This design comes from an exercise in tuning for small area, a short achievable clock period and few clock cycles per item on the open sky130 flow, not from production work.
RTL that was checked went through simulation tests only; none was proved equivalent to the original.
No functional check of the RTL was part of runs 1 and 2.
The clock port is modelled as an ideal driver; clocking choices that lean on that would not hold on a real chip.

[design/flow/config.mk]
export PLATFORM = sky130hd
export DESIGN_NAME = ntt_processer
export DESIGN_NICKNAME = ntt_processer
export VERILOG_FILES = /design/flow/design.v
export SDC_FILE = /design/flow/constraint.sdc
export NUM_CORES = 8
export LEC_CHECK = 0
export CAP_MARGIN = 30
export CORE_MARGIN = 2
export CORE_UTILIZATION = 55
export CTS_CLUSTER_DIAMETER = 80
export CTS_CLUSTER_SIZE = 20
export PLACE_DENSITY = 0.7
export SLEW_MARGIN = 30
[design/flow/constraint.sdc]
create_clock -name core_clock -period 13.0 [get_ports {clk}]
set_input_delay 2.6000 -clock core_clock [delete_from_list [all_inputs] [get_ports {clk}]]
set_output_delay 2.6000 -clock core_clock [all_outputs]
set_load 0.01 [all_outputs]
[design/flow/design.v]
module ntt_processer (
    input clk,
    input rst,
    input start,
    input [1:0] mode,  
    input is_add_or_sub,
    input [9:0] ram_r_start_offset_A,
    input [9:0] ram_r_start_offset_B,
    input [9:0] ram_w_start_offset,
    input [95:0] ram_rdata,
    output last_cycle,
    output ram_wen,
    output [9:0] ram_raddr,
    output [9:0] ram_waddr,
    output [95:0] ram_wdata,
    output NTT_finish
);
localparam IDLE = 2'd0, RUN = 2'd1, DONE = 2'd2;
reg [1:0] st;
reg [7:0] cnt;
reg       wen_r, fin_r;
reg [1:0] md;
reg       sub_r;
wire [4:0] offA = ram_r_start_offset_A[9:5];
wire [4:0] offB = ram_r_start_offset_B[9:5];
wire [4:0] offW = ram_w_start_offset[9:5];
reg m_intt, m_nt, m_mult, m_as, m_post01, m_post23;
function [4:0] ins;
    input [4:0] p;
    input [2:0] k;
    begin
        case (k)
        3'd1:    ins = {p[4:2], p[0], p[1]};
        3'd2:    ins = {p[4:3], p[0], p[2:1]};
        3'd3:    ins = {p[4], p[0], p[3:1]};
        3'd4:    ins = {p[0], p[4:1]};
        default: ins = p;
        endcase
    end
endfunction
function [2:0] pairbit;
    input       intt;
    input [2:0] pass;
    begin
        if (pass > 3'd4) pairbit = 3'd0;
        else pairbit = intt ? pass : 3'd4 - pass;
    end
endfunction
reg        wen_n, fin_n;
reg  [4:0] wad_n;
always @(posedge clk or posedge rst) begin
    if (rst) begin
        st    <= IDLE;
        cnt   <= 8'd0;
        wen_r <= 1'b0;
        fin_r <= 1'b0;
    end else begin
        case (st)
        IDLE: if (start) begin
            st  <= RUN;
            cnt <= 8'd1;
        end
        RUN: begin
            cnt   <= cnt + 8'd1;
            wen_r <= wen_n;
            if (fin_n) begin
                fin_r <= 1'b1;
                st    <= DONE;
            end
        end
        default: wen_r <= 1'b0;
        endcase
    end
end
always @(posedge clk) begin
    if (st == IDLE) begin
        md       <= mode;
        sub_r    <= is_add_or_sub;
        m_intt   <= (mode == 2'd1);
        m_nt     <= ~mode[1];
        m_mult   <= (mode == 2'd2);
        m_as     <= (mode == 2'd3);
        m_post01 <= (mode == 2'd0) | (mode == 2'd3);
        m_post23 <= (mode != 2'd1);
    end
end
reg [7:0] wc;
always @(posedge clk) begin
    if (st == IDLE)
        case (mode)
        2'd2:    wc <= 8'd240;    
        2'd3:    wc <= 8'd248;    
        default: wc <= 8'd249;    
        endcase
    else
        wc <= wc + 8'd1;
end
always @(*) begin
    case (md)
    2'd2: begin
        wen_n = (wc <= 8'd124) && (wc[1:0] == 2'd0);
        fin_n = (wc == 8'd124);
        wad_n = wc[6:2];
    end
    2'd3: begin
        wen_n = (wc <= 8'd62) && !wc[0];
        fin_n = (wc == 8'd62);
        wad_n = wc[5:1];
    end
    default: begin
        wen_n = (wc <= 8'd223);
        fin_n = (wc == 8'd223);
        wad_n = ins(wc[4:0], pairbit(md[0], wc[7:5]));
    end
    endcase
end
reg [9:0] waddr_r;
always @(posedge clk) waddr_r <= {offW, wad_n};
assign ram_wen    = wen_r;
assign NTT_finish = fin_r;
assign last_cycle = fin_r;
assign ram_waddr  = waddr_r;
wire [2:0] pass = cnt[7:5];
wire [4:0] pos  = cnt[4:0];
wire [4:0] xa   = ins(pos, pairbit(md[0], pass));
wire [7:0] tpos = cnt - 8'd7;
reg [9:0] raddr_r;
reg       ysel_r, f_r;           
reg [5:0] row_r;
reg       sel0_r, sel1_r;
reg [4:0] rb_n, ro_n;
reg [5:0] row_n;
reg       sel0_n, sel1_n;
always @(*) begin
    case (md)
    2'd2: begin
        ro_n = cnt[6:2];
        rb_n = (cnt[1:0] == 2'd0) ? offA : offB;
    end
    2'd3: begin
        ro_n = cnt[5:1];
        rb_n = cnt[0] ? offB : offA;
    end
    default: begin
        ro_n = xa;
        rb_n = (pass == 3'd0) ? offA : offW;
    end
    endcase
    sel0_n = 1'b1;
    sel1_n = 1'b0;
    row_n  = 6'd0;
    if (md == 2'd2) begin
        row_n  = {1'b1, tpos[6:2]};
        sel1_n = tpos[1];
    end else if (md == 2'd1) begin
        case (pass)
        3'd0: row_n = {1'b1, ~xa};
        3'd1: row_n = {2'b01, ~xa[4:1]};
        3'd2: row_n = {3'b001, ~xa[4:2]};
        3'd3: row_n = {4'b0001, ~xa[4:3]};
        3'd4: row_n = {5'b00001, ~xa[4]};
        3'd5: row_n = 6'd1;
        default: begin row_n = 6'd0; sel1_n = 1'b1; end
        endcase
    end else begin
        case (pass)
        3'd0: begin row_n = 6'd0; sel1_n = 1'b1; end
        3'd1: begin row_n = 6'd1; sel0_n = xa[4]; sel1_n = xa[4]; end
        3'd2: begin row_n = {5'd1, xa[4]}; sel0_n = xa[3]; sel1_n = xa[3]; end
        3'd3: begin row_n = {4'd1, xa[4:3]}; sel0_n = xa[2]; sel1_n = xa[2]; end
        3'd4: begin row_n = {3'd1, xa[4:2]}; sel0_n = xa[1]; sel1_n = xa[1]; end
        3'd5: begin row_n = {2'd1, xa[4:1]}; sel0_n = xa[0]; sel1_n = xa[0]; end
        default: begin row_n = {1'b1, xa}; sel0_n = 1'b0; sel1_n = 1'b1; end
        endcase
    end
end
always @(posedge clk) begin
    if (st == IDLE) begin
        raddr_r <= {offA, 5'd0};
        ysel_r  <= 1'b0;
        f_r     <= 1'b0;
        row_r   <= (mode == 2'd1) ? 6'd63 : 6'd0;
        sel0_r  <= 1'b1;
        sel1_r  <= (mode != 2'd1);
    end else begin
        raddr_r <= {rb_n, ro_n};
        ysel_r  <= (pass <= 3'd4) & pos[0];
        f_r     <= pass[0];
        row_r   <= row_n;
        sel0_r  <= sel0_n;
        sel1_r  <= sel1_n;
    end
end
assign ram_raddr = raddr_r;
wire [23:0] rom_q;
twiddle_rom ROM (.row(row_r), .dout(rom_q));
wire [11:0] tw0 = sel0_r ? rom_q[23:12] : rom_q[11:0];
wire [11:0] tw1 = sel1_r ? rom_q[23:12] : rom_q[11:0];
wire [95:0] rd = ram_rdata;
reg  [95:0] RA;
reg  [47:0] RB;
wire ld_a  = m_mult ? (cnt[1:0] == 2'd1) : cnt[0];
wire bsel  = !cnt[0];         
always @(posedge clk) begin
    if (ld_a) RA <= rd;
    else if (m_mult) RA <= {24'd0, RA[95:24]};
    else RA <= {48'd0, RA[95:48]};
    RB <= m_mult ? {24'd0, rd[95:72]} : rd[95:48];
end
wire [47:0] pu = f_r ? {rd[47:36], rd[35:24], rd[23:12], rd[11:0]}
                     : {rd[71:60], rd[59:48], rd[23:12], rd[11:0]};
wire [47:0] pv = f_r ? {rd[95:84], rd[83:72], rd[71:60], rd[59:48]}
                     : {rd[95:84], rd[83:72], rd[47:36], rd[35:24]};
wire [47:0] bsrc = !m_mult ? (bsel ? rd[47:0] : RB)
                  : {24'd0, (cnt[1:0] == 2'd2) ? rd[23:0] : (cnt[1:0] == 2'd3) ? rd[47:24] :
                            (cnt[1:0] == 2'd0) ? rd[71:48] : RB[23:0]};
reg [11:0] tw_r0, tw_r1;
reg        ysel0, f0;
always @(posedge clk) begin
    tw_r0 <= tw0;
    tw_r1 <= tw1;
    ysel0 <= ysel_r;
    f0    <= f_r;
end
wire [11:0] tw0h, tw1h;
modhalf H0 (.x(tw_r0), .h(tw0h));
modhalf H1 (.x(tw_r1), .h(tw1h));
wire [47:0] sum_w, dif_w, redb_w, uh_w;
reg  [47:0] BA, BB;
reg  [47:0] x1, u1, u2, u3, u3b;
reg  [75:0] y1;                  
reg  [71:0] pl, ph;
reg  [3:0]  n2;
reg  [59:0] sa3, ca3, s3b;
reg  [23:0] r01;
genvar k;
generate
for (k = 0; k < 4; k = k + 1) begin : U
    wire [11:0] ak  = m_as ? RA[12*k +: 12]   : pu[12*k +: 12];
    wire [11:0] bk  = m_as ? bsrc[12*k +: 12] : pv[12*k +: 12];
    wire [11:0] twk = m_as ? 12'd1 : (k < 2) ? (m_intt ? tw0h : tw0) : (m_intt ? tw1h : tw1);
    wire        post = (k < 2) ? m_post01 : m_post23;
    wire [11:0] bsum, bdif;
    modblk B (.a(BA[12*k +: 12]), .b(BB[12*k +: 12]), .sum(bsum), .dif(bdif));
    assign sum_w[12*k +: 12] = bsum;
    assign dif_w[12*k +: 12] = bdif;
    wire [11:0] x1n, y1n, u1n;
    if (k == 0) begin
        assign x1n = m_mult ? BA[23:12] : m_intt ? bdif : bk;    
        assign y1n = m_mult ? BA[11:0]  : twk;                   
        assign u1n = m_intt ? bsum : ak;
    end else if (k == 1) begin
        assign x1n = m_mult ? BB[23:12] : m_intt ? bdif : bk;    
        assign y1n = m_mult ? BB[11:0]  : twk;                   
        assign u1n = m_intt ? bsum : ak;
    end else if (k == 2) begin
        assign x1n = m_mult ? sum_w[23:12] : m_intt ? bdif : bk;  
        assign y1n = m_mult ? sum_w[11:0]  : twk;                 
        assign u1n = m_intt ? bsum : ak;
    end else begin
        assign x1n = m_mult ? r01[23:12] : m_intt ? bdif : bk;    
        assign y1n = m_mult ? tw1 : twk;                          
        assign u1n = m_mult ? r01[11:0] : m_intt ? bsum : ak;     
    end
    wire [18:0] y1e;
    booth_enc E (.y(y1n), .e(y1e));
    always @(posedge clk) begin
        x1[12*k +: 12] <= x1n;
        y1[19*k +: 19] <= y1e;
        u1[12*k +: 12] <= u1n;
    end
    wire [17:0] pln, phn;
    wire        n2n;
    booth_mul M (.x(x1[12*k +: 12]), .e(y1[19*k +: 19]), .pl(pln), .ph(phn), .n2(n2n));
    always @(posedge clk) begin
        pl[18*k +: 18] <= pln;
        ph[18*k +: 18] <= phn;
        n2[k]          <= n2n;
        u2[12*k +: 12] <= u1[12*k +: 12];
    end
    wire [14:0] sa, ca;
    reduce_a RA_ (.pl(pl[18*k +: 18]), .ph(ph[18*k +: 18]), .n2(n2[k]), .sa(sa), .ca(ca));
    always @(posedge clk) begin
        sa3[15*k +: 15] <= sa;
        ca3[15*k +: 15] <= ca;
        u3[12*k +: 12]  <= u2[12*k +: 12];
    end
    always @(posedge clk) begin
        s3b[15*k +: 15] <= sa3[15*k +: 15] + ca3[15*k +: 15];
        u3b[12*k +: 12] <= u3[12*k +: 12];
    end
    wire [11:0] rb;
    reduce_b RB_ (.s(s3b[15*k +: 15]), .r(rb));
    assign redb_w[12*k +: 12] = rb;
    wire [11:0] uh;
    modhalf HU_ (.x(u3b[12*k +: 12]), .h(uh));
    assign uh_w[12*k +: 12] = uh;
end
endgenerate
always @(posedge clk) begin
    if (m_post01) begin
        BA[23:0] <= u3b[23:0];
        BB[23:0] <= redb_w[23:0];
    end else if (m_mult) begin
        BA[11:0]  <= bsrc[11:0];
        BB[11:0]  <= bsrc[23:12];
        BA[23:12] <= RA[11:0];
        BB[23:12] <= RA[23:12];
    end else begin
        BA[23:0] <= pv[23:0];
        BB[23:0] <= pu[23:0];
    end
    if (m_post23) begin
        BA[47:24] <= u3b[47:24];
        BB[47:24] <= redb_w[47:24];
    end else begin
        BA[47:24] <= pv[47:24];
        BB[47:24] <= pu[47:24];
    end
    r01 <= redb_w[23:0];
end
reg [47:0] RU, RT;
always @(posedge clk) begin
    RU <= m_intt ? uh_w : sum_w;
    RT <= m_intt ? redb_w : dif_w;
end
reg ysel1, ysel2, ysel3, ysel4, yselR, f1, f2, f3, f4, fR;
always @(posedge clk) begin
    ysel1 <= ysel0; ysel2 <= ysel1; ysel3 <= ysel2; ysel4 <= ysel3;
    f1 <= f0; f2 <= f1; f3 <= f2; f4 <= f3;
    yselR <= ysel4;
    fR    <= f4;
end
reg  [13:0] c1raw;
always @(posedge clk) c1raw <= {2'b0, BB[35:24]} - {2'b0, r01[11:0]} - {2'b0, r01[23:12]};
wire [13:0] c1a = c1raw + 14'd3329;
wire [13:0] c1b = c1raw + 14'd6658;
wire [11:0] c1  = !c1raw[13] ? c1raw[11:0] : (!c1a[13] ? c1a[11:0] : c1b[11:0]);
wire [11:0] c0 = cnt[0] ? RT[47:36] : RU[47:36];
reg [47:0] HU, HT;
reg        hf;
reg [95:0] WD;
function [95:0] place;
    input        f;
    input [47:0] F0;
    input [47:0] F1;
    begin
        if (f) place = {F1, F0};
        else   place = {F1[47:24], F0[47:24], F1[23:0], F0[23:0]};
    end
endfunction
always @(posedge clk) begin
    hf <= yselR ? hf : fR;
    if (m_mult) begin
        HU <= {HU[35:0], c1};
        HT <= {HT[35:0], HU[47:36]};
        WD <= {HT[11:0], c0, WD[95:24]};
    end else if (m_as) begin
        HU <= RU;
        HT <= RT;
        WD <= {(sub_r ? RT : RU), WD[95:48]};
    end else if (yselR) begin
        HU <= HT;
        HT <= RT;
        WD <= place(hf, HU, RU);
    end else begin
        HU <= RU;
        HT <= RT;
        WD <= place(hf, HU, HT);
    end
end
assign ram_wdata = WD;
endmodule
module modblk (
    input  [11:0] a,
    input  [11:0] b,
    output [11:0] sum,
    output [11:0] dif
);
localparam [12:0] KS = 13'd767;
wire [12:0] a13 = {1'b0, a};
wire [12:0] b13 = {1'b0, b};
wire [12:0] s1  = a13 + b13;
wire [12:0] ks_s = a13 ^ b13 ^ KS;
wire [12:0] ks_c = (a13 & b13) | (a13 & KS) | (b13 & KS);
wire [12:0] s2  = ks_s + {ks_c[11:0], 1'b0};
assign sum = s2[12] ? s2[11:0] : s1[11:0];
localparam [12:0] KD = 13'd3330;
wire [12:0] nb  = ~b13;
wire [12:0] d1  = a13 + nb + 13'd1;
wire [12:0] kd_s = a13 ^ nb ^ KD;
wire [12:0] kd_c = (a13 & nb) | (a13 & KD) | (nb & KD);
wire [12:0] d2  = kd_s + {kd_c[11:0], 1'b0};
assign dif = d1[12] ? d2[11:0] : d1[11:0];
endmodule
module modhalf (
    input  [11:0] x,
    output [11:0] h
);
assign h = {1'b0, x[11:1]} + (x[0] ? 12'd1665 : 12'd0);
endmodule
module modsub3 (
    input  [11:0] r3,
    input  [11:0] r1,
    input  [11:0] r2,
    output [11:0] c
);
wire [13:0] z  = {2'b0, r3} - {2'b0, r1} - {2'b0, r2};
wire [13:0] z1 = z + 14'd3329;
wire [13:0] z2 = z + 14'd6658;
assign c = !z[13] ? z[11:0] : (!z1[13] ? z1[11:0] : z2[11:0]);
endmodule
module booth_enc (
    input  [11:0] y,
    output [18:0] e
);
wire [12:0] ye = {y, 1'b0};
genvar i;
generate
for (i = 0; i < 6; i = i + 1) begin : D
    wire b2 = ye[2*i+2];
    wire b1 = ye[2*i+1];
    wire b0 = ye[2*i];
    assign e[3*i]   = b1 ^ b0;                                   
    assign e[3*i+1] = (b2 & ~b1 & ~b0) | (~b2 & b1 & b0);        
    assign e[3*i+2] = b2 & ~(b1 & b0);                           
end
endgenerate
assign e[18] = y[11];
endmodule
module booth_mul (
    input  [11:0] x,
    input  [18:0] e,
    output [17:0] pl,
    output [17:0] ph,
    output        n2
);
wire [5:0]  neg;
wire [17:0] row [0:5];
genvar i;
generate
for (i = 0; i < 6; i = i + 1) begin : D
    wire one = e[3*i];
    wire two = e[3*i+1];
    assign neg[i] = e[3*i+2];
    wire [12:0] m = one ? {1'b0, x} : two ? {x, 1'b0} : 13'd0;
    assign row[i] = neg[i] ? ~{5'd0, m} : {5'd0, m};
end
endgenerate
wire [17:0] la = row[0];
wire [17:0] lb = {row[1][15:0], 1'b0, neg[0]};
wire [17:0] lc = {row[2][13:0], 1'b0, neg[1], 2'b00};
wire [17:0] ls = la ^ lb ^ lc;
wire [17:0] lk = {(la[16:0] & lb[16:0]) | (la[16:0] & lc[16:0]) | (lb[16:0] & lc[16:0]), 1'b0};
assign pl = ls + lk;
wire [17:0] ha = row[3];
wire [17:0] hb = {row[4][15:0], 1'b0, neg[3]};
wire [17:0] hc = {row[5][13:0], 1'b0, neg[4], 2'b00};
wire [17:0] hd = {(e[18] ? x : 12'd0), 1'b0, neg[5], 4'b0000};
wire [17:0] hs1 = ha ^ hb ^ hc;
wire [17:0] hk1 = {(ha[16:0] & hb[16:0]) | (ha[16:0] & hc[16:0]) | (hb[16:0] & hc[16:0]), 1'b0};
wire [17:0] hs2 = hs1 ^ hk1 ^ hd;
wire [17:0] hk2 = {(hs1[16:0] & hk1[16:0]) | (hs1[16:0] & hd[16:0]) | (hk1[16:0] & hd[16:0]), 1'b0};
assign ph = hs2 + hk2;
assign n2 = neg[2];
endmodule
module reduce_a (input [17:0] pl, input [17:0] ph, input n2, output [14:0] sa, output [14:0] ca);
wire [11:0] t6;
wire [63:0] t6_c0 = 64'h5a52d2962d696b4a;
assign t6[0] = t6_c0[pl[17:12]];
wire [63:0] t6_c1 = 64'hc93649b29b24d926;
assign t6[1] = t6_c1[pl[17:12]];
wire [63:0] t6_c2 = 64'h38f1c78e78e3c71e;
assign t6[2] = t6_c2[pl[17:12]];
wire [63:0] t6_c3 = 64'h07f03f81f81fc0fe;
assign t6[3] = t6_c3[pl[17:12]];
wire [63:0] t6_c4 = 64'h000fff80f8003ffe;
assign t6[4] = t6_c4[pl[17:12]];
wire [63:0] t6_c5 = 64'h0000007f07fffffe;
assign t6[5] = t6_c5[pl[17:12]];
wire [63:0] t6_c6 = 64'h00000000fffffffe;
assign t6[6] = t6_c6[pl[17:12]];
wire [63:0] t6_c7 = 64'h00000000fffffffe;
assign t6[7] = t6_c7[pl[17:12]];
wire [63:0] t6_c8 = 64'h5a52d296d29694b4;
assign t6[8] = t6_c8[pl[17:12]];
wire [63:0] t6_c9 = 64'hc93649b249b24d92;
assign t6[9] = t6_c9[pl[17:12]];
wire [63:0] t6_c10 = 64'h62a315181518a8c4;
assign t6[10] = t6_c10[pl[17:12]];
wire [63:0] t6_c11 = 64'h8cc4662366233118;
assign t6[11] = t6_c11[pl[17:12]];
wire [11:0] t12;
wire [15:0] t12_c0 = 16'h6b4a;
assign t12[0] = t12_c0[ph[9:6]];
wire [15:0] t12_c1 = 16'hd926;
assign t12[1] = t12_c1[ph[9:6]];
wire [15:0] t12_c2 = 16'hc71e;
assign t12[2] = t12_c2[ph[9:6]];
wire [15:0] t12_c3 = 16'hc0fe;
assign t12[3] = t12_c3[ph[9:6]];
wire [15:0] t12_c4 = 16'h3ffe;
assign t12[4] = t12_c4[ph[9:6]];
wire [15:0] t12_c5 = 16'hfffe;
assign t12[5] = t12_c5[ph[9:6]];
wire [15:0] t12_c6 = 16'hfffe;
assign t12[6] = t12_c6[ph[9:6]];
wire [15:0] t12_c7 = 16'hfffe;
assign t12[7] = t12_c7[ph[9:6]];
wire [15:0] t12_c8 = 16'h94b4;
assign t12[8] = t12_c8[ph[9:6]];
wire [15:0] t12_c9 = 16'h4d92;
assign t12[9] = t12_c9[ph[9:6]];
wire [15:0] t12_c10 = 16'ha8c4;
assign t12[10] = t12_c10[ph[9:6]];
wire [15:0] t12_c11 = 16'h3118;
assign t12[11] = t12_c11[ph[9:6]];
wire [11:0] t16;
wire [15:0] t16_c0 = 16'he38e;
assign t16[0] = t16_c0[ph[13:10]];
wire [15:0] t16_c1 = 16'h03f0;
assign t16[1] = t16_c1[ph[13:10]];
wire [15:0] t16_c2 = 16'h56aa;
assign t16[2] = t16_c2[ph[13:10]];
wire [15:0] t16_c3 = 16'hce66;
assign t16[3] = t16_c3[ph[13:10]];
wire [15:0] t16_c4 = 16'h94b4;
assign t16[4] = t16_c4[ph[13:10]];
wire [15:0] t16_c5 = 16'h4d92;
assign t16[5] = t16_c5[ph[13:10]];
wire [15:0] t16_c6 = 16'hc38e;
assign t16[6] = t16_c6[ph[13:10]];
wire [15:0] t16_c7 = 16'hc07e;
assign t16[7] = t16_c7[ph[13:10]];
wire [15:0] t16_c8 = 16'hdc70;
assign t16[8] = t16_c8[ph[13:10]];
wire [15:0] t16_c9 = 16'hdf80;
assign t16[9] = t16_c9[ph[13:10]];
wire [15:0] t16_c10 = 16'h6924;
assign t16[10] = t16_c10[ph[13:10]];
wire [15:0] t16_c11 = 16'h2492;
assign t16[11] = t16_c11[ph[13:10]];
wire [11:0] t20;
wire [15:0] t20_c0 = 16'h5554;
assign t20[0] = t20_c0[ph[17:14]];
wire [15:0] t20_c1 = 16'h6666;
assign t20[1] = t20_c1[ph[17:14]];
wire [15:0] t20_c2 = 16'hd2d2;
assign t20[2] = t20_c2[ph[17:14]];
wire [15:0] t20_c3 = 16'h9b64;
assign t20[3] = t20_c3[ph[17:14]];
wire [15:0] t20_c4 = 16'h1c78;
assign t20[4] = t20_c4[ph[17:14]];
wire [15:0] t20_c5 = 16'h1f80;
assign t20[5] = t20_c5[ph[17:14]];
wire [15:0] t20_c6 = 16'h4aaa;
assign t20[6] = t20_c6[ph[17:14]];
wire [15:0] t20_c7 = 16'hc666;
assign t20[7] = t20_c7[ph[17:14]];
wire [15:0] t20_c8 = 16'hc1e0;
assign t20[8] = t20_c8[ph[17:14]];
wire [15:0] t20_c9 = 16'h3fe0;
assign t20[9] = t20_c9[ph[17:14]];
wire [15:0] t20_c10 = 16'h001e;
assign t20[10] = t20_c10[ph[17:14]];
wire [15:0] t20_c11 = 16'hfffe;
assign t20[11] = t20_c11[ph[17:14]];
wire [14:0] o0 = {3'd0, pl[11:0]};
wire [14:0] o1 = {3'd0, ph[5:0], 1'b0, n2, 4'd0};
wire [14:0] o2 = {3'd0, t6};
wire [14:0] o3 = {3'd0, t12};
wire [14:0] o4 = {3'd0, t16};
wire [14:0] o5 = {3'd0, t20};
wire [14:0] s1 = o0 ^ o1 ^ o2;
wire [14:0] c1 = {(o0[13:0] & o1[13:0]) | (o0[13:0] & o2[13:0]) | (o1[13:0] & o2[13:0]), 1'b0};
wire [14:0] s2 = o3 ^ o4 ^ o5;
wire [14:0] c2 = {(o3[13:0] & o4[13:0]) | (o3[13:0] & o5[13:0]) | (o4[13:0] & o5[13:0]), 1'b0};
wire [14:0] s3 = s1 ^ c1 ^ s2;
wire [14:0] c3 = {(s1[13:0] & c1[13:0]) | (s1[13:0] & s2[13:0]) | (c1[13:0] & s2[13:0]), 1'b0};
assign sa = s3 ^ c3 ^ c2;
assign ca = {(s3[13:0] & c3[13:0]) | (s3[13:0] & c2[13:0]) | (c3[13:0] & c2[13:0]), 1'b0};
endmodule
module reduce_b (input [14:0] s, output [11:0] r);
wire [12:0] t3;
wire [7:0] t3_c0 = 8'h4a;
assign t3[0] = t3_c0[s[14:12]];
wire [7:0] t3_c1 = 8'h26;
assign t3[1] = t3_c1[s[14:12]];
wire [7:0] t3_c2 = 8'h1e;
assign t3[2] = t3_c2[s[14:12]];
wire [7:0] t3_c3 = 8'hfe;
assign t3[3] = t3_c3[s[14:12]];
wire [7:0] t3_c4 = 8'hfe;
assign t3[4] = t3_c4[s[14:12]];
wire [7:0] t3_c5 = 8'hfe;
assign t3[5] = t3_c5[s[14:12]];
wire [7:0] t3_c6 = 8'hfe;
assign t3[6] = t3_c6[s[14:12]];
wire [7:0] t3_c7 = 8'hfe;
assign t3[7] = t3_c7[s[14:12]];
wire [7:0] t3_c8 = 8'hb4;
assign t3[8] = t3_c8[s[14:12]];
wire [7:0] t3_c9 = 8'h92;
assign t3[9] = t3_c9[s[14:12]];
wire [7:0] t3_c10 = 8'hc4;
assign t3[10] = t3_c10[s[14:12]];
wire [7:0] t3_c11 = 8'h18;
assign t3[11] = t3_c11[s[14:12]];
wire [7:0] t3_c12 = 8'h00;
assign t3[12] = t3_c12[s[14:12]];
wire [13:0] t3q;
wire [7:0] t3q_c0 = 8'hb5;
assign t3q[0] = t3q_c0[s[14:12]];
wire [7:0] t3q_c1 = 8'h93;
assign t3q[1] = t3q_c1[s[14:12]];
wire [7:0] t3q_c2 = 8'h8f;
assign t3q[2] = t3q_c2[s[14:12]];
wire [7:0] t3q_c3 = 8'h7f;
assign t3q[3] = t3q_c3[s[14:12]];
wire [7:0] t3q_c4 = 8'hff;
assign t3q[4] = t3q_c4[s[14:12]];
wire [7:0] t3q_c5 = 8'hff;
assign t3q[5] = t3q_c5[s[14:12]];
wire [7:0] t3q_c6 = 8'hff;
assign t3q[6] = t3q_c6[s[14:12]];
wire [7:0] t3q_c7 = 8'hff;
assign t3q[7] = t3q_c7[s[14:12]];
wire [7:0] t3q_c8 = 8'h4a;
assign t3q[8] = t3q_c8[s[14:12]];
wire [7:0] t3q_c9 = 8'hd9;
assign t3q[9] = t3q_c9[s[14:12]];
wire [7:0] t3q_c10 = 8'h72;
assign t3q[10] = t3q_c10[s[14:12]];
wire [7:0] t3q_c11 = 8'h9c;
assign t3q[11] = t3q_c11[s[14:12]];
wire [7:0] t3q_c12 = 8'hff;
assign t3q[12] = t3q_c12[s[14:12]];
wire [7:0] t3q_c13 = 8'hff;
assign t3q[13] = t3q_c13[s[14:12]];
wire [13:0] t3qq;
wire [7:0] t3qq_c0 = 8'h4a;
assign t3qq[0] = t3qq_c0[s[14:12]];
wire [7:0] t3qq_c1 = 8'hd9;
assign t3qq[1] = t3qq_c1[s[14:12]];
wire [7:0] t3qq_c2 = 8'hc7;
assign t3qq[2] = t3qq_c2[s[14:12]];
wire [7:0] t3qq_c3 = 8'h3f;
assign t3qq[3] = t3qq_c3[s[14:12]];
wire [7:0] t3qq_c4 = 8'hff;
assign t3qq[4] = t3qq_c4[s[14:12]];
wire [7:0] t3qq_c5 = 8'hff;
assign t3qq[5] = t3qq_c5[s[14:12]];
wire [7:0] t3qq_c6 = 8'hff;
assign t3qq[6] = t3qq_c6[s[14:12]];
wire [7:0] t3qq_c7 = 8'hff;
assign t3qq[7] = t3qq_c7[s[14:12]];
wire [7:0] t3qq_c8 = 8'hb5;
assign t3qq[8] = t3qq_c8[s[14:12]];
wire [7:0] t3qq_c9 = 8'h6c;
assign t3qq[9] = t3qq_c9[s[14:12]];
wire [7:0] t3qq_c10 = 8'ha9;
assign t3qq[10] = t3qq_c10[s[14:12]];
wire [7:0] t3qq_c11 = 8'hce;
assign t3qq[11] = t3qq_c11[s[14:12]];
wire [7:0] t3qq_c12 = 8'h10;
assign t3qq[12] = t3qq_c12[s[14:12]];
wire [7:0] t3qq_c13 = 8'hff;
assign t3qq[13] = t3qq_c13[s[14:12]];
wire [12:0] c0 = {1'b0, s[11:0]} + t3;
wire [13:0] c1 = {2'b0, s[11:0]} + t3q;
wire [13:0] c2 = {2'b0, s[11:0]} + t3qq;
assign r = !c2[13] ? c2[11:0] : (!c1[13] ? c1[11:0] : c0[11:0]);
endmodule
module twiddle_rom (input [5:0] row, output [23:0] dout);
wire [23:0] t;
wire [63:0] t_c0 = 64'h8e767fb7b36f62a9;
assign t[0] = t_c0[row];
wire [63:0] t_c1 = 64'h7edc1582df10b654;
assign t[1] = t_c1[row];
wire [63:0] t_c2 = 64'hcd36efc61f0ea412;
assign t[2] = t_c2[row];
wire [63:0] t_c3 = 64'h5008d000ed944388;
assign t[3] = t_c3[row];
wire [63:0] t_c4 = 64'hff674c691c62f286;
assign t[4] = t_c4[row];
wire [63:0] t_c5 = 64'hd5df1f4c4acf87d8;
assign t[5] = t_c5[row];
wire [63:0] t_c6 = 64'had2642eeb8284c6c;
assign t[6] = t_c6[row];
wire [63:0] t_c7 = 64'h1ba27bf8ec3e9c60;
assign t[7] = t_c7[row];
wire [63:0] t_c8 = 64'ha286bc906fe1d708;
assign t[8] = t_c8[row];
wire [63:0] t_c9 = 64'hb92357c61250a4ce;
assign t[9] = t_c9[row];
wire [63:0] t_c10 = 64'h34130d34ac869218;
assign t[10] = t_c10[row];
wire [63:0] t_c11 = 64'h49e822a8516a4c46;
assign t[11] = t_c11[row];
wire [63:0] t_c12 = 64'h607ccb2711d9c933;
assign t[12] = t_c12[row];
wire [63:0] t_c13 = 64'hce910994c9897194;
assign t[13] = t_c13[row];
wire [63:0] t_c14 = 64'h7d3e3a58c60adb74;
assign t[14] = t_c14[row];
wire [63:0] t_c15 = 64'h90190eebb1b35572;
assign t[15] = t_c15[row];
wire [63:0] t_c16 = 64'h58772f0615b2ccfe;
assign t[16] = t_c16[row];
wire [63:0] t_c17 = 64'hdcfd4ff05cf0dc54;
assign t[17] = t_c17[row];
wire [63:0] t_c18 = 64'hcd2d2bff0aa3229f;
assign t[18] = t_c18[row];
wire [63:0] t_c19 = 64'h102786a5a31203c3;
assign t[19] = t_c19[row];
wire [63:0] t_c20 = 64'h481474808f95eb38;
assign t[20] = t_c20[row];
wire [63:0] t_c21 = 64'h48e88f97b4b2e0bd;
assign t[21] = t_c21[row];
wire [63:0] t_c22 = 64'h330a030841920ad3;
assign t[22] = t_c22[row];
wire [63:0] t_c23 = 64'hc48778d35c0c7142;
assign t[23] = t_c23[row];
assign dout = t;
endmodule
[design/flow/flow/run.sh]
#!/bin/bash
# Layout flow: the standard ORFS flow (standard.sh), with two extra
# setup-repair steps run through ORFS's own hooks: flow/post_cts.tcl after
# clock tree synthesis (POST_CTS_TCL) and flow/post_grt.tcl after global
# routing (POST_GLOBAL_ROUTE_TCL).  They repair setup timing against a
# tighter target than the clock period, so that the achieved period shrinks.
# Synthesis, constraints and clock period are unchanged.  Each tool's output
# is logged in this folder (standard.log; ORFS's per-step logs under orfs/).
set -euo pipefail
export POST_CTS_TCL="$PWD/flow/post_cts.tcl"
export POST_GLOBAL_ROUTE_TCL="$PWD/flow/post_grt.tcl"
bash standard.sh > standard.log 2>&1
[design/flow/flow/post_cts.tcl]
# Sourced by ORFS cts.tcl (POST_CTS_TCL) after its own timing repair.
# Repair setup timing as if the required slack were 9 ns of the 13 ns period
# (a ~4 ns target): sizes up gates, buffers and swaps pins; the design's
# logic and registers are unchanged.
puts "post_cts: extra setup repair"
report_worst_slack -max
report_design_area
repair_timing -setup -setup_margin 9 -repair_tns 100 -skip_gate_cloning
set result [catch { detailed_placement } msg]
if { $result != 0 } {
  error "post_cts: detailed placement failed: $msg"
}
check_placement -verbose
estimate_parasitics -placement
report_worst_slack -max
report_design_area
[design/flow/flow/post_grt.tcl]
# Sourced by ORFS global_route.tcl (POST_GLOBAL_ROUTE_TCL) before it writes
# the global-routed design: one more setup repair against the ~4 ns target,
# now with global-routing parasitics, then the incremental global route and
# legalisation that ORFS itself uses after a repair.
puts "post_grt: extra setup repair"
estimate_parasitics -global_routing
report_worst_slack -max
report_design_area
repair_timing -setup -setup_margin 9 -repair_tns 100 -skip_gate_cloning
global_route -start_incremental
detailed_placement
global_route -end_incremental
estimate_parasitics -global_routing
repair_timing -hold
global_route -start_incremental
detailed_placement
global_route -end_incremental
check_placement -verbose
estimate_parasitics -global_routing
report_worst_slack -max
report_worst_slack -min
report_design_area
[design/flow/standard.sh]
#!/bin/bash
# synth_recipe.tcl (not shown) runs the flow's synth.tcl, then flattens the netlist and writes it again
# the make line also repeats each setting of config.mk as NAME=value (left out here)
make -C /OpenROAD-flow-scripts/flow DESIGN_CONFIG=/design/flow/config.mk WORK_HOME=/design/flow/orfs CLKGATE_MAP_FILE= SYNTH_SCRIPT=/design/flow/synth_recipe.tcl "${@:-finish}"
==> impl_metrics.csv, run 1 <==
group,metric,value,unit
setup_path,critPathKind,"reg2reg",
sta,fin_ws,9020,ps
sta,fin_crit_sh,0.306,
grt,grt_max_degree,264,
job,cap_violations,0,
finish,fill_cells,14800,
synth,yosysUniqueCellTypes,99,
synth,synth_xor_area_frac,0.0743,
synth,yosys_warnings,2,
setup_path,rrSetupSlack,9020,ps
setup_path,end_kind,"flop",
synth,synth_top_family_by_area,"adder cells",
floorplan,die_h,417,µm
finish,finalNetCount,12300,
grt,grt_pass1_vias,74100,
detailed_routing,via_per_inst,5.95,
sta,max_slew.worst_pin.slew,1090,ps
synth,ys_ff_latch,1285,
setup_path,critPathMaxStageDelay,530,ps
floorplan,ios,251,
place,pre_cts_ws,7980,ps
synth,seq_area_frac_synth,0.276,
synth,synthSimpleGateAreaFrac,0.129,
setup_path,start_kind,"flop",
clock_network,clock-sinks,1285,
grt,antenna_found_initial,62,
setup_path,cp.required,13640,ps
synth,synthFlopType,"dfxtp_1",
setup_path,crit_fanout,18,
detailed_routing,avgRoutedWirePerCell,22.4,µm
detailed_routing,first_iter_violations,8184,
place,hpwl,227,mm
setup_path,worstPathArrival,4620,ps
clock_network,cts_tree,"yes",
synth,syn_nets,12400,
grt,grt_pass1_wl,447,mm
status,status,"no timing/DRC/antenna violations",
finish,seq_area,26200,µm²
floorplan,rows,151,
place,dp.cells,13000,
detailed_routing,drc,0,
setup_path,crit_top_cell,"buf_4",
synth,syn-instance-count,11100,
sta,clock_skew,32.5,ps
setup_path,path_cells,"buf_6 > clkinvlp_4 > ha_4 > buf_4 > or3_1 > a311o_1 > o21ai_1 > mux2i_1 > a221o_1 > o211ai_1 > buf_4 > o31a_1 > buf_4 > inv_1 > ha_1",
detailed_routing,wl,298,mm
clock_network,path_clk_slew,90,ps
synth,synth_mux_area_frac,0.0823,
setup_path,slowest_stage,"a221o_1",
sta,slew_violations,0,
detailed_routing,drtPass1Iterations,8,
floorplan,start_util,0.553,
sta,slew_headroom,0.273,
place,port_buffers,235,
sta,max_clock_freq,251,MHz
synth,synth-edff-count,9,
hold_path,hp-class,"reg2reg",
clock_network,clk_latency,760,ps
synth,synth_compound_area_frac,0.184,
sta,hold_viol_final,0,
detailed_routing,vias,79300,
synth,syn_avg_cell_area,8.44,µm²
finish,area_growth,9.93,%
grt,grt_use_total,0.330,
finish,multiInputGateArea,63300,µm²
place,gp_congestion,0.987,
setup_path,cp_top_family,"compound AO/OA/AOI/OAI gates",
grt,overflow,0,
finish,final_util,0.608,
floorplan,die_w,417,µm
setup_path,path_buf_inv,6,
detailed_routing,detail-route-antenna-nets,0,
sta,tns,0,ps
finish,drive_gt1_frac,0.0924,
floorplan,core,169000,µm²
sta,post-route-min-period,3980,ps
synth,synth-adder-area-share,0.189,
finish,instances_no_fill,13300,
floorplan,dieArea,174000,µm²
synth,syn_area,93800,µm²
synth,synthArstFlopShare,0.00934,
sta,setup-violations-final,0,
## stage by stage
step	hold WS (ps)	area, µm²
final	316	103000
after global placement	310	97200
after detailed placement	312	97200
after floorplan	310	93800
## Yosys cell counts (23+ instances only)
cell / count / area (µm²)
and3_1: 64 / 400
a22oi_1: 138 / 1040
or2_2: 29 / 181
o21ai_0: 855 / 4280
nor2b_1: 138 / 863
o31ai_1: 38 / 285
o31a_1: 23 / 201
buf_1: 73 / 274
a21oi_1: 721 / 3610
a211oi_1: 182 / 1370
fa_1: 386 / 7730
buf_2: 40 / 200
o211ai_1: 100 / 751
nand3_1: 150 / 751
o21a_1: 43 / 323
a21boi_0: 40 / 300
xor2_1: 175 / 1530
clkbuf_1: 492 / 1850
nor2_1: 721 / 2710
inv_1: 976 / 3660
nand2_1: 1196 / 4490
a31oi_1: 78 / 488
xnor2_1: 621 / 5440
mux4_2: 25 / 563
a2111oi_0: 24 / 210
o22ai_1: 31 / 194
nand2b_1: 93 / 582
a22o_1: 36 / 315
nor3_1: 172 / 861
o21bai_1: 59 / 443
a31o_2: 30 / 263
a21o_1: 130 / 976
dfxtp_1: 1264 / 25300
mux2i_1: 482 / 4820
o211a_1: 32 / 320
or3_1: 32 / 200
mux2_2: 207 / 2330
ha_1: 799 / 10000
and2_1: 57 / 357
## cell families after synthesis
kind of cell,count (synthesis)
AOI/OAI and AO/OA,2769
and+or+nand+nor,2748
buffers and inverters,1610
DFF,1285
adders and majority gates,1185
xor gates and xnor gates,796
muxes,714
## per-layer routing
layer | global-route usage | part of all wire | wire length (µm)
met5 | 0 | 0.00011 | 34
met4 | 0.169 | 0.055 | 16400
met3 | 0.0388 | 0.074 | 21900
met2 | 0.504 | 0.43 | 129000
met1 | 0.460 | 0.44 | 130000
## final cells by class
class                           instances  area share
Sequential cell                      1285       0.254
Inverter                             1000      0.0367
Clock inverter                         36     0.00454
Multi-Input combinational cell       8212       0.614
Clock buffer                           97      0.0222
Timing Repair Buffer                  419      0.0407
Tap cell                             2218      0.0269
Antenna cell                           49     0.00119
## sequential cells by signal (all words and copies together) (netlist names), 52 cells and up
name / cells
RA: 96
WD: 96
ph: 72
pl: 72
s3b: 60
sa3: 52
y1: 76
## path summary, 6_finish.rpt
check | cells after the start | start | to
worst max-delay path | 15 | row_r[0] | y1[47]
worst min-delay path | 0 | u3[22] | u3b[22]
worst max register to register | 15 | row_r[0] | y1[47]
worst min register to register | 0 | u3[22] | u3b[22]
max in group asynchronous | 2 | rst | cnt[0]
min in group asynchronous | 2 | rst | fin_r
## placed cells by master, fill, tap and decap left out, types with 166 or more instances in the layout
| cell | count |
|---|---|
| fa_1 | 386 |
| inv_1 | 971 |
| nand2_1 | 1193 |
| xor2_1 | 174 |
| xnor2_1 | 615 |
| nor3_1 | 170 |
| nor2_1 | 713 |
| a21oi_1 | 677 |
| mux2i_1 | 457 |
| mux2_2 | 206 |
| o21ai_0 | 822 |
| a211oi_1 | 166 |
| dfxtp_1 | 1127 |
| ha_1 | 761 |
==> inputs of run 2 (changes only) <==
--- a/design/flow/config.mk
+++ b/design/flow/config.mk
@@ -8,7 +8,7 @@
 export CAP_MARGIN = 30
 export CORE_MARGIN = 2
-export CORE_UTILIZATION = 55
+export CORE_UTILIZATION = 40
 export CTS_CLUSTER_DIAMETER = 80
 export CTS_CLUSTER_SIZE = 20
-export PLACE_DENSITY = 0.7
+export PLACE_DENSITY = 0.6
 export SLEW_MARGIN = 30
==> impl_metrics.csv, run 2 <==
group,metric,value,unit
status,status,"no timing/DRC/antenna violations",
synth,syn_nets,12400,
detailed_routing,first_iter_violations,6748,
grt,grt_pass1_vias,74000,
synth,yosys_warnings,2,
sta,post-route-min-period,4030,ps
setup_path,path_buf_inv,1,
place,port_buffers,235,
setup_path,rrSetupSlack,8970,ps
synth,yosys.area.top_type,"dfxtp_1",
synth,synth-edff-count,9,
clock_network,path_clk_slew,90,ps
finish,area_growth,11.3,%
setup_path,cp_top_family,"compound AO/OA/AOI/OAI gates",
setup_path,r2r-start,"BA[0]",
detailed_routing,drc,0,
finish,drive_gt1_frac,0.0953,
synth,seq_area_frac_synth,0.276,
detailed_routing,detail-route-antenna-nets,0,
synth,syn_avg_cell_area,8.44,µm²
synth,synth.most_common_cell,"dfxtp_1",
sta,hold_viol_final,0,
grt,grt_pass1_wl,454,mm
grt,grt_max_degree,180,
floorplan,rows,177,
synth,synth_area_leaders,"dfxtp_1, ha_1, fa_1",
clock_network,clk_latency,790,ps
detailed_routing,wl,304,mm
synth,ys_ff_latch,1285,
detailed_routing,drtPass1Iterations,9,
synth,synthArstFlopShare,0.00934,
synth,syn_area,93800,µm²
place,place_area,98300,µm²
setup_path,crit_start,"BA[0]",
finish,final_area,104000,µm²
floorplan,die_w,488,µm
synth,synthFlopType,"dfxtp_1",
synth,yosysUniqueCellTypes,99,
sta,max_clock_freq,248,MHz
finish,layout_commonest_cell,"nand2_1",
setup_path,path_cells,"inv_1 > ha_1 > fa_1 > o31a_1 > o31a_1 > o31ai_2 > a221o_1 > a31o_4 > mux2i_2 > o21ai_0",
synth,netlist_top_cells_count,"dfxtp_1, nand2_1, inv_1",
setup_path,slowest_stage,"mux2i_2",
sta,max_slew.worst_pin.slew,1100,ps
synth,syn-instance-count,11100,
setup_path,critPathKind,"reg2reg",
hold_path,hp-class,"reg2reg",
floorplan,start_util,0.403,
sta,fin_crit_sh,0.310,
setup_path,critPathCapture,"x1[10]",
setup_path,crit_top_cell,"o31a_1",
sta,whs,298,ps
setup_path,start_kind,"flop",
place,hpwl,234,mm
setup_path,end_kind,"flop",
floorplan,ios,251,
sta,slew_violations,0,
detailed_routing,avgRoutedWirePerCell,21.4,µm
setup_path,rr_worst_depth,10,
detailed_routing,vias,78400,
setup_path,path_depth,10,
floorplan,dieArea,238000,µm²
finish,finalNetCount,12300,
grt,overflow,0,
sta,slew_headroom,0.256,
clock_network,clock-sinks,1285,
finish,final_cell_mix,"nand2_1, dfxtp_1, inv_1, o21ai_0, ha_1",
detailed_routing,via_per_inst,5.50,
sta,clock_skew,69.7,ps
grt,grt_use_total,0.245,
sta,setup-violations-final,0,
finish,top_regs,"RA: 96 flops, WD: 96 flops, y1: 76 flops",
grt,antenna_found_initial,68,
job,cap_violations,0,
sta,tns,0,ps
clock_network,cts_tree,"yes",
floorplan,die_h,488,µm
setup_path,critPathMaxStageDelay,620,ps
place,gp_congestion,0.965,
finish,final_util,0.448,
setup_path,crit_fanout,21,
setup_path,worstPathArrival,4560,ps
setup_path,r2r-end,"x1[10]",
floorplan,core,233000,µm²
setup_path,cp.required,13530,ps
synth,synth.top_cell.area_share,0.270,
[run 2: changes by cell type in the layout (fill, tap and decap cells not counted), sizes merged]
cell           previous run  this run
clkdlybuf4s50           115       116
inv                    1005      1002
diode                    49        53
dlymetal6s2s            115       101
clkinv                   22        27
clkbuf                  103       122
bufinv                    0         3
clkinvlp                  9        11
buf                     183       176
[run 2: area by class of cell]
class                           instances  area, µm²
Antenna cell                           53        133
Inverter                             1000       3790
Sequential cell                      1285      26200
Fill cell                           22600     129000
Clock inverter                         43        652
Multi-Input combinational cell       8212      63200
Timing Repair Buffer                  415       4100
Clock buffer                          100       2350
Tap cell                             3132       3920
[run 2: cells by family after synthesis]
group | share of synthesized area
flops | 0.276
xor+xnor | 0.0743
buf+inv | 0.0652
compound gates | 0.184
fa+ha+maj | 0.189
simple gates | 0.129
mux | 0.0823
[run 2: worst min path at each step]
stage              to  cells past startpoint  startpoint  slack, ps
3_3_place_gp   u3[45]                      0      u2[45]        310
2_1_floorplan      f1                      0          f0        310
6_report       u2[11]                      0      u1[11]        300
3_5_place_dp    yselR                      0       ysel4        310
[run 2: through the flow]
step,instances,setup WS (ps)
after global placement,13900,7990
final,14200,8970
after floorplan,11100,8580
after detailed placement,13900,7880
[run 2: routing by layer]
| metal | global-route usage | vias to the layer above | share of wire |
|---|---|---|---|
| met1 | 0.339 | 37500 | 0.45 |
| met4 | 0.113 | 4 | 0.049 |
| met3 | 0.0272 | 465 | 0.062 |
| met5 | 0 | - | 0.000082 |
| met2 | 0.384 | 2656 | 0.44 |
| li1 | - | 37700 | - |
[run 2: worst register-to-register path: stages (launching register included)]
cell     delay (ps)
dfxtp_1         430
inv_1           140
ha_1            250
fa_1            440
o31a_1          300
o31a_1          310
o31ai_2         310
a221o_1         270
a31o_4          350
mux2i_2         620
o21ai_0         380
==> inputs of run 3 (changes only) <==
--- a/design/flow/design.v
+++ b/design/flow/design.v
@@ -81,6 +81,6 @@
         m_mult   <= (mode == 2'd2);
         m_as     <= (mode == 2'd3);
-        m_post01 <= (mode == 2'd0) | (mode == 2'd3);
-        m_post23 <= (mode != 2'd1);
+        m_post01 <= (mode == 2'd0);
+        m_post23 <= (mode == 2'd0) | (mode == 2'd2);
     end
 end
@@ -90,5 +90,5 @@
         case (mode)
         2'd2:    wc <= 8'd240;    
-        2'd3:    wc <= 8'd248;    
+        2'd3:    wc <= 8'd252;    
         default: wc <= 8'd249;    
         endcase
@@ -237,7 +237,7 @@
 generate
 for (k = 0; k < 4; k = k + 1) begin : U
-    wire [11:0] ak  = m_as ? RA[12*k +: 12]   : pu[12*k +: 12];
-    wire [11:0] bk  = m_as ? bsrc[12*k +: 12] : pv[12*k +: 12];
-    wire [11:0] twk = m_as ? 12'd1 : (k < 2) ? (m_intt ? tw0h : tw0) : (m_intt ? tw1h : tw1);
+    wire [11:0] ak  = pu[12*k +: 12];
+    wire [11:0] bk  = pv[12*k +: 12];
+    wire [11:0] twk = (k < 2) ? (m_intt ? tw0h : tw0) : (m_intt ? tw1h : tw1);
     wire        post = (k < 2) ? m_post01 : m_post23;
     wire [11:0] bsum, bdif;
@@ -307,4 +307,7 @@
         BA[23:12] <= RA[11:0];
         BB[23:12] <= RA[23:12];
+    end else if (m_as) begin
+        BA[23:0] <= RA[23:0];
+        BB[23:0] <= bsrc[23:0];
     end else begin
         BA[23:0] <= pv[23:0];
@@ -314,4 +317,7 @@
         BA[47:24] <= u3b[47:24];
         BB[47:24] <= redb_w[47:24];
+    end else if (m_as) begin
+        BA[47:24] <= RA[47:24];
+        BB[47:24] <= bsrc[47:24];
     end else begin
         BA[47:24] <= pv[47:24];
==> impl_metrics.csv, run 3 <==
group,metric,value,unit
setup_path,r2r-end,"y1[54]",
synth,synthArstFlopShare,0.00934,
detailed_routing,vias,78600,
synth,netlist_top_cells_count,"dfxtp_1, nand2_1, inv_1",
synth,yosysUniqueCellTypes,101,
setup_path,crit_fanout,22,
sta,setup-violations-final,0,
floorplan,core,232000,µm²
hold_path,hold_start,"u3[16]",
clock_network,clock-sinks,1285,
detailed_routing,first_iter_violations,7483,
finish,area_growth,11.5,%
finish,layout_commonest_cell,"nand2_1",
setup_path,start_kind,"flop",
synth,synth-edff-count,9,
synth,synth.most_common_cell,"dfxtp_1",
synth,yosys_warnings,2,
finish,fill_cells,22400,
setup_path,cp.required,13720,ps
grt,grt_max_degree,156,
sta,hold_viol_final,0,
synth,synth_area_leaders,"dfxtp_1, ha_1, fa_1",
hold_path,hp-class,"reg2reg",
finish,drive_gt1_frac,0.101,
finish,final_cell_mix,"nand2_1, dfxtp_1, inv_1, o21ai_0, ha_1",
setup_path,r2r-start,"row_r[1]",
sta,slew_violations,0,
setup_path,rr_worst_depth,11,
status,status,"no timing/DRC/antenna violations",
clock_network,clk_latency,800,ps
finish,finalNetCount,12200,
setup_path,critPathKind,"reg2reg",
detailed_routing,detail-route-antenna-nets,0,
setup_path,rrSetupSlack,9000,ps
grt,grt_pass1_vias,74200,
synth,syn_area,93400,µm²
job,cap_violations,0,
sta,fin_crit_sh,0.308,
detailed_routing,via_per_inst,5.60,
grt,antenna_found_initial,94,
setup_path,worstPathArrival,4720,ps
place,port_buffers,235,
detailed_routing,drc,0,
grt,overflow,0,
sta,tns,0,ps
floorplan,die_w,487,µm
setup_path,crit_start,"row_r[1]",
floorplan,dieArea,237000,µm²
setup_path,critPathCapture,"y1[54]",
detailed_routing,drtPass1Iterations,6,
synth,ys_ff_latch,1285,
synth,yosys.area.top_type,"dfxtp_1",
place,gp_congestion,0.977,
synth,seq_area_frac_synth,0.277,
sta,max_slew.worst_pin.slew,1050,ps
sta,post-route-min-period,4000,ps
place,hpwl,246,mm
clock_network,cts_tree,"yes",
sta,max_clock_freq,250,MHz
synth,syn_avg_cell_area,8.50,µm²
grt,grt_use_total,0.256,
finish,top_regs,"RA: 96 flops, WD: 96 flops, y1: 76 flops",
floorplan,ios,251,
floorplan,die_h,487,µm
synth,synth.top_cell.area_share,0.271,
grt,grt_pass1_wl,468,mm
detailed_routing,avgRoutedWirePerCell,22.5,µm
sta,slew_headroom,0.302,
synth,synthFlopType,"dfxtp_1",
setup_path,end_kind,"flop",
synth,syn-instance-count,11000,
sta,clock_skew,59.0,ps
clock_network,path_clk_slew,80,ps
detailed_routing,wl,316,mm
floorplan,start_util,0.402,
synth,syn_nets,12300,
floorplan,rows,177,
-- run 3: cell count changes in the layout (fill, tap and decap cells not counted), moves of 25 or more --
cell | before | now
inv_1 | 970 | 1012
nand2_1 | 1194 | 1101
mux2i_1 | 460 | 492
a21oi_1 | 675 | 615
o211ai_1 | 100 | 74
a22oi_1 | 136 | 161
buf_4 | 152 | 180
-- run 3: worst max-delay path: stages (launching register included) --
cell and delay (ps):
dfxtp_1 330, buf_12 160, clkinvlp_4 140, ha_4 200, inv_1 80, ha_2 260
or2_2 340, mux4_2 500, mux4_2 550, o211ai_1 780, o21a_2 360, mux2i_1 210
-- run 3: how the worst min path moves through the flow --
stage                          to  cells after the start
after floorplan                f1                      0
after global placement     u3b[6]                      0
final                     u3b[16]                      0
after detailed placement  s3b[31]                      0
-- run 3: kinds of logic (layout without fill, tap and decap cells) --
| family | count (synthesis) | after routing | share of synthesized area |
|---|---|---|---|
| compound gates | 2693 | 2693 | 0.180 |
| xor+xnor | 803 | 803 | 0.0754 |
| fa+ha+maj | 1180 | 1180 | 0.189 |
| buf+inv | 1644 | 1636 | 0.0668 |
| flops | 1285 | 1285 | 0.277 |
| mux | 747 | 747 | 0.0860 |
| other cells | 0 | 37 | 0 |
| simple gates | 2630 | 2630 | 0.125 |
-- run 3: metal layers --
layer	vias to the layer above	global-route usage	wire length, µm
met4	60	0.0941	12200
met1	38000	0.348	137000
met5	-	0	375
li1	37300	-	-
met2	2792	0.399	139000
met3	517	0.0546	26800
-- run 3: area by class of cell --
cell class / count / area [µm²] / area share
Clock inverter: 49 / 726 / 0.00697
Tap cell: 3043 / 3810 / 0.0366
Timing Repair Buffer: 437 / 4030 / 0.0387
Clock buffer: 111 / 2560 / 0.0246
Inverter: 1039 / 3930 / 0.0377
Sequential cell: 1285 / 26300 / 0.252
Antenna cell: 37 / 92.6 / 0.000889
Multi-Input combinational cell: 8053 / 62700 / 0.602
-- run 3: metrics by stage --
step | area [µm²] | instances | worst slack, ps | hold slack, ps | util
after floorplan | 93400 | 11000 | 8610 | 310 | -
after global placement | 97800 | 13700 | 7750 | 310 | 0.421
after detailed placement | 97900 | 13700 | 7940 | 312 | 0.421
final | 104000 | 14100 | 9000 | 300 | 0.448
Testbench counts of run 3, summed over its fixed seeds: cycles 31,288, ops 192.
==> inputs of run 4 (changes only) <==
--- a/design/flow/design.v
+++ b/design/flow/design.v
@@ -203,8 +203,9 @@
 wire bsel  = !cnt[0];         
 always @(posedge clk) begin
-    if (ld_a) RA <= rd;
-    else if (m_mult) RA <= {24'd0, RA[95:24]};
-    else RA <= {48'd0, RA[95:48]};
-    RB <= m_mult ? {24'd0, rd[95:72]} : rd[95:48];
+    RA[95:72] <= rd[95:72];
+    RA[71:48] <= ld_a ? rd[71:48] : RA[95:72];
+    RA[47:24] <= ld_a ? rd[47:24] : m_mult ? RA[71:48] : RA[95:72];
+    RA[23:0]  <= ld_a ? rd[23:0]  : m_mult ? RA[47:24] : RA[71:48];
+    RB <= rd[95:48];
 end
 wire [47:0] pu = f_r ? {rd[47:36], rd[35:24], rd[23:12], rd[11:0]}
@@ -214,5 +215,5 @@
 wire [47:0] bsrc = !m_mult ? (bsel ? rd[47:0] : RB)
                   : {24'd0, (cnt[1:0] == 2'd2) ? rd[23:0] : (cnt[1:0] == 2'd3) ? rd[47:24] :
-                            (cnt[1:0] == 2'd0) ? rd[71:48] : RB[23:0]};
+                            (cnt[1:0] == 2'd0) ? rd[71:48] : RB[47:24]};
 reg [11:0] tw_r0, tw_r1;
 reg        ysel0, f0;
==> impl_metrics.csv, run 4 <==
group,metric,value,unit
status,status,"no timing/DRC/antenna violations",
place,port_buffers,235,
sta,clock_skew,47.2,ps
synth,synthFlopType,"dfxtp_1",
sta,setup-violations-final,0,
sta,slew_headroom,0.262,
finish,final_cell_mix,"dfxtp_1, nand2_1, inv_1, nor2_1, ha_1",
floorplan,rows,175,
synth,syn-instance-count,10800,
synth,synth_compound_area_frac,0.180,
synth,netlist_top_cells_count,"dfxtp_1, nand2_1, inv_1",
sta,tns,0,ps
finish,layout_commonest_cell,"dfxtp_1",
floorplan,dieArea,233000,µm²
place,gp_congestion,0.977,
finish,finalNetCount,12100,
synth,syn_nets,12100,
setup_path,start_kind,"flop",
floorplan,start_util,0.402,
synth,synthSimpleGateAreaFrac,0.118,
synth,synth.most_common_cell,"dfxtp_1",
finish,largest_reg_flops,96,
synth,synth-adder-area-share,0.193,
detailed_routing,drtPass1Iterations,6,
setup_path,crit_fanout,21,
grt,overflow,0,
setup_path,critPathKind,"reg2reg",
detailed_routing,wl,309,mm
finish,top_regs,"WD: 96 flops, y1: 76 flops, RA: 73 flops",
hold_path,hp-class,"reg2reg",
sta,hold_viol_final,0,
floorplan,die_h,482,µm
setup_path,end_kind,"flop",
floorplan,die_w,482,µm
grt,grt_pass1_vias,72100,
finish,largest_register,"WD",
detailed_routing,via_per_inst,5.55,
sta,slew_violations,0,
synth,yosysUniqueCellTypes,108,
synth,synth.top_cell.area_share,0.271,
synth,syn_avg_cell_area,8.49,µm²
synth,synthArstFlopShare,0.00952,
sta,max_clock_freq,250,MHz
setup_path,cp.required,13620,ps
detailed_routing,first_iter_violations,7147,
synth,synth-edff-count,9,
finish,instances_no_fill,13800,
clock_network,cts_tree,"yes",
place,dp.cells,13500,
synth,ys_ff_latch,1261,
place,hpwl,238,mm
synth,synth_mux_area_frac,0.0861,
grt,grt_max_degree,252,
sta,fin_crit_sh,0.308,
detailed_routing,avgRoutedWirePerCell,22.4,µm
sta,max_slew.worst_pin.slew,1080,ps
clock_network,clock-sinks,1261,
grt,antenna_found_initial,80,
clock_network,clk_latency,780,ps
job,cap_violations,0,
floorplan,ios,251,
synth,synth_area_leaders,"dfxtp_1, ha_1, fa_1",
synth,synth_top_family_by_area,"adder cells",
sta,post-route-min-period,4000,ps
grt,grt_use_total,0.256,
floorplan,core,227000,µm²
synth,seq_area_frac_synth,0.278,
detailed_routing,drc,0,
detailed_routing,detail-route-antenna-nets,0,
setup_path,crit_start,"row_r[1]",
setup_path,worstPathArrival,4620,ps
synth,synth_xor_area_frac,0.0785,
clock_network,path_clk_slew,80,ps
synth,syn_area,91500,µm²
setup_path,r2r-start,"row_r[1]",
hold_path,hold_start,"u2[1]",
detailed_routing,vias,76800,
synth,yosys_warnings,2,
finish,fill_cells,21900,
synth,yosys.area.top_type,"dfxtp_1",
grt,grt_pass1_wl,457,mm
finish,area_growth,12.6,%
finish,drive_gt1_frac,0.108,
run 4: cells by family (layout without fill, tap and decap cells):
logic type | count (synthesis) | in the layout
AOI/OAI and AO/OA | 2655 | 2655
and+or+nand+nor | 2498 | 2498
buffers and inverters | 1619 | 1638
DFF | 1261 | 1261
adders and majority gates | 1179 | 1179
xor gates and xnor gates | 819 | 819
muxes | 744 | 744
other | 0 | 28
run 4: final timing paths:
kind / slack (ps) / endpoint / depth (start not counted)
setup / recovery: 9000 / y1[34] / 10
max in group asynchronous: 10440 / cnt[0] / 2
hold / removal: 300 / u3[1] / 0
hold reg to reg: 300 / u3[1] / 0
setup reg to reg: 9000 / y1[34] / 10
min in group asynchronous: 2160 / cnt[1] / 2
run 4: critical path, stage by stage (launching register included):
cell      delay, ps
dfxtp_1         310
buf_4           280
ha_1            590
and2_0          490
nor3_1          170
a31o_1          240
mux4_2          510
mux2i_1         330
a211oi_4        170
a21oi_1         440
ha_1            330
run 4: area by class of cell:
| type | instances | area [µm²] | area share |
|---|---|---|---|
| Sequential cell | 1261 | 25800 | 0.250 |
| Inverter | 1028 | 3880 | 0.0377 |
| Tap cell | 3009 | 3760 | 0.0365 |
| Clock inverter | 46 | 587 | 0.00570 |
| Timing Repair Buffer | 463 | 4500 | 0.0436 |
| Multi-Input combinational cell | 7895 | 62100 | 0.602 |
| Antenna cell | 28 | 70.1 | 0.000680 |
| Clock buffer | 101 | 2410 | 0.0234 |
run 4: per-layer routing:
| metal | share of wire | GRT usage | vias to the layer above |
|---|---|---|---|
| met1 | 0.45 | 0.357 | 37000 |
| met3 | 0.088 | 0.0618 | 469 |
| met4 | 0.029 | 0.0702 | 82 |
| li1 | - | - | 36500 |
| met5 | 0.0018 | 0 | - |
| met2 | 0.43 | 0.392 | 2714 |
run 4: metrics by stage:
stage          instance area (µm²)  hold slack (ps)  setup slack, ps  utilization
3_3_place_gp                 95900              310             7830        0.422
3_5_place_dp                 95900              312             7930        0.422
2_1_floorplan                91500              310             8550            -
6_report                    103000              305             9000        0.453
Testbench counts of run 4, summed over its fixed seeds: cycles 31,288, ops 192.

==> afterwards: timing with drivers on the ports <==
Ports are ideal in the flow. The routed layouts listed here were re-timed in OpenROAD.
Step 1, drivers: a clkbuf_16 drives clk and a buf_2 each remaining input, both assumed.
Step 2 also shifts input and output timing later by t, the mid clock arrival at the registers, as if the neighbouring blocks saw the same clock.
Slacks: ideal / step 1 / step 2; pairs: ideal / step 1.
run | t, ns | setup slack, ns | latest minus earliest clock arrival (ns) | pins driven straight from the clock port
run 1 | 0.826 | 9.022 / 8.954 / 8.159 | 0.044 / 0.044 | 1
run 2 | 0.855 | 8.970 / 8.917 / 8.063 | 0.073 / 0.073 | 1
run 3 | 0.868 | 9.000 / 8.939 / 8.125 | 0.062 / 0.062 | 1
run 4 | 0.842 | 8.999 / 8.956 / 8.193 | 0.053 / 0.052 | 1
After both steps every run listed still meets setup and hold. The setup slack of run 2, which loses most, moves by -0.053 ns with the drivers and by -0.907 ns with both steps.
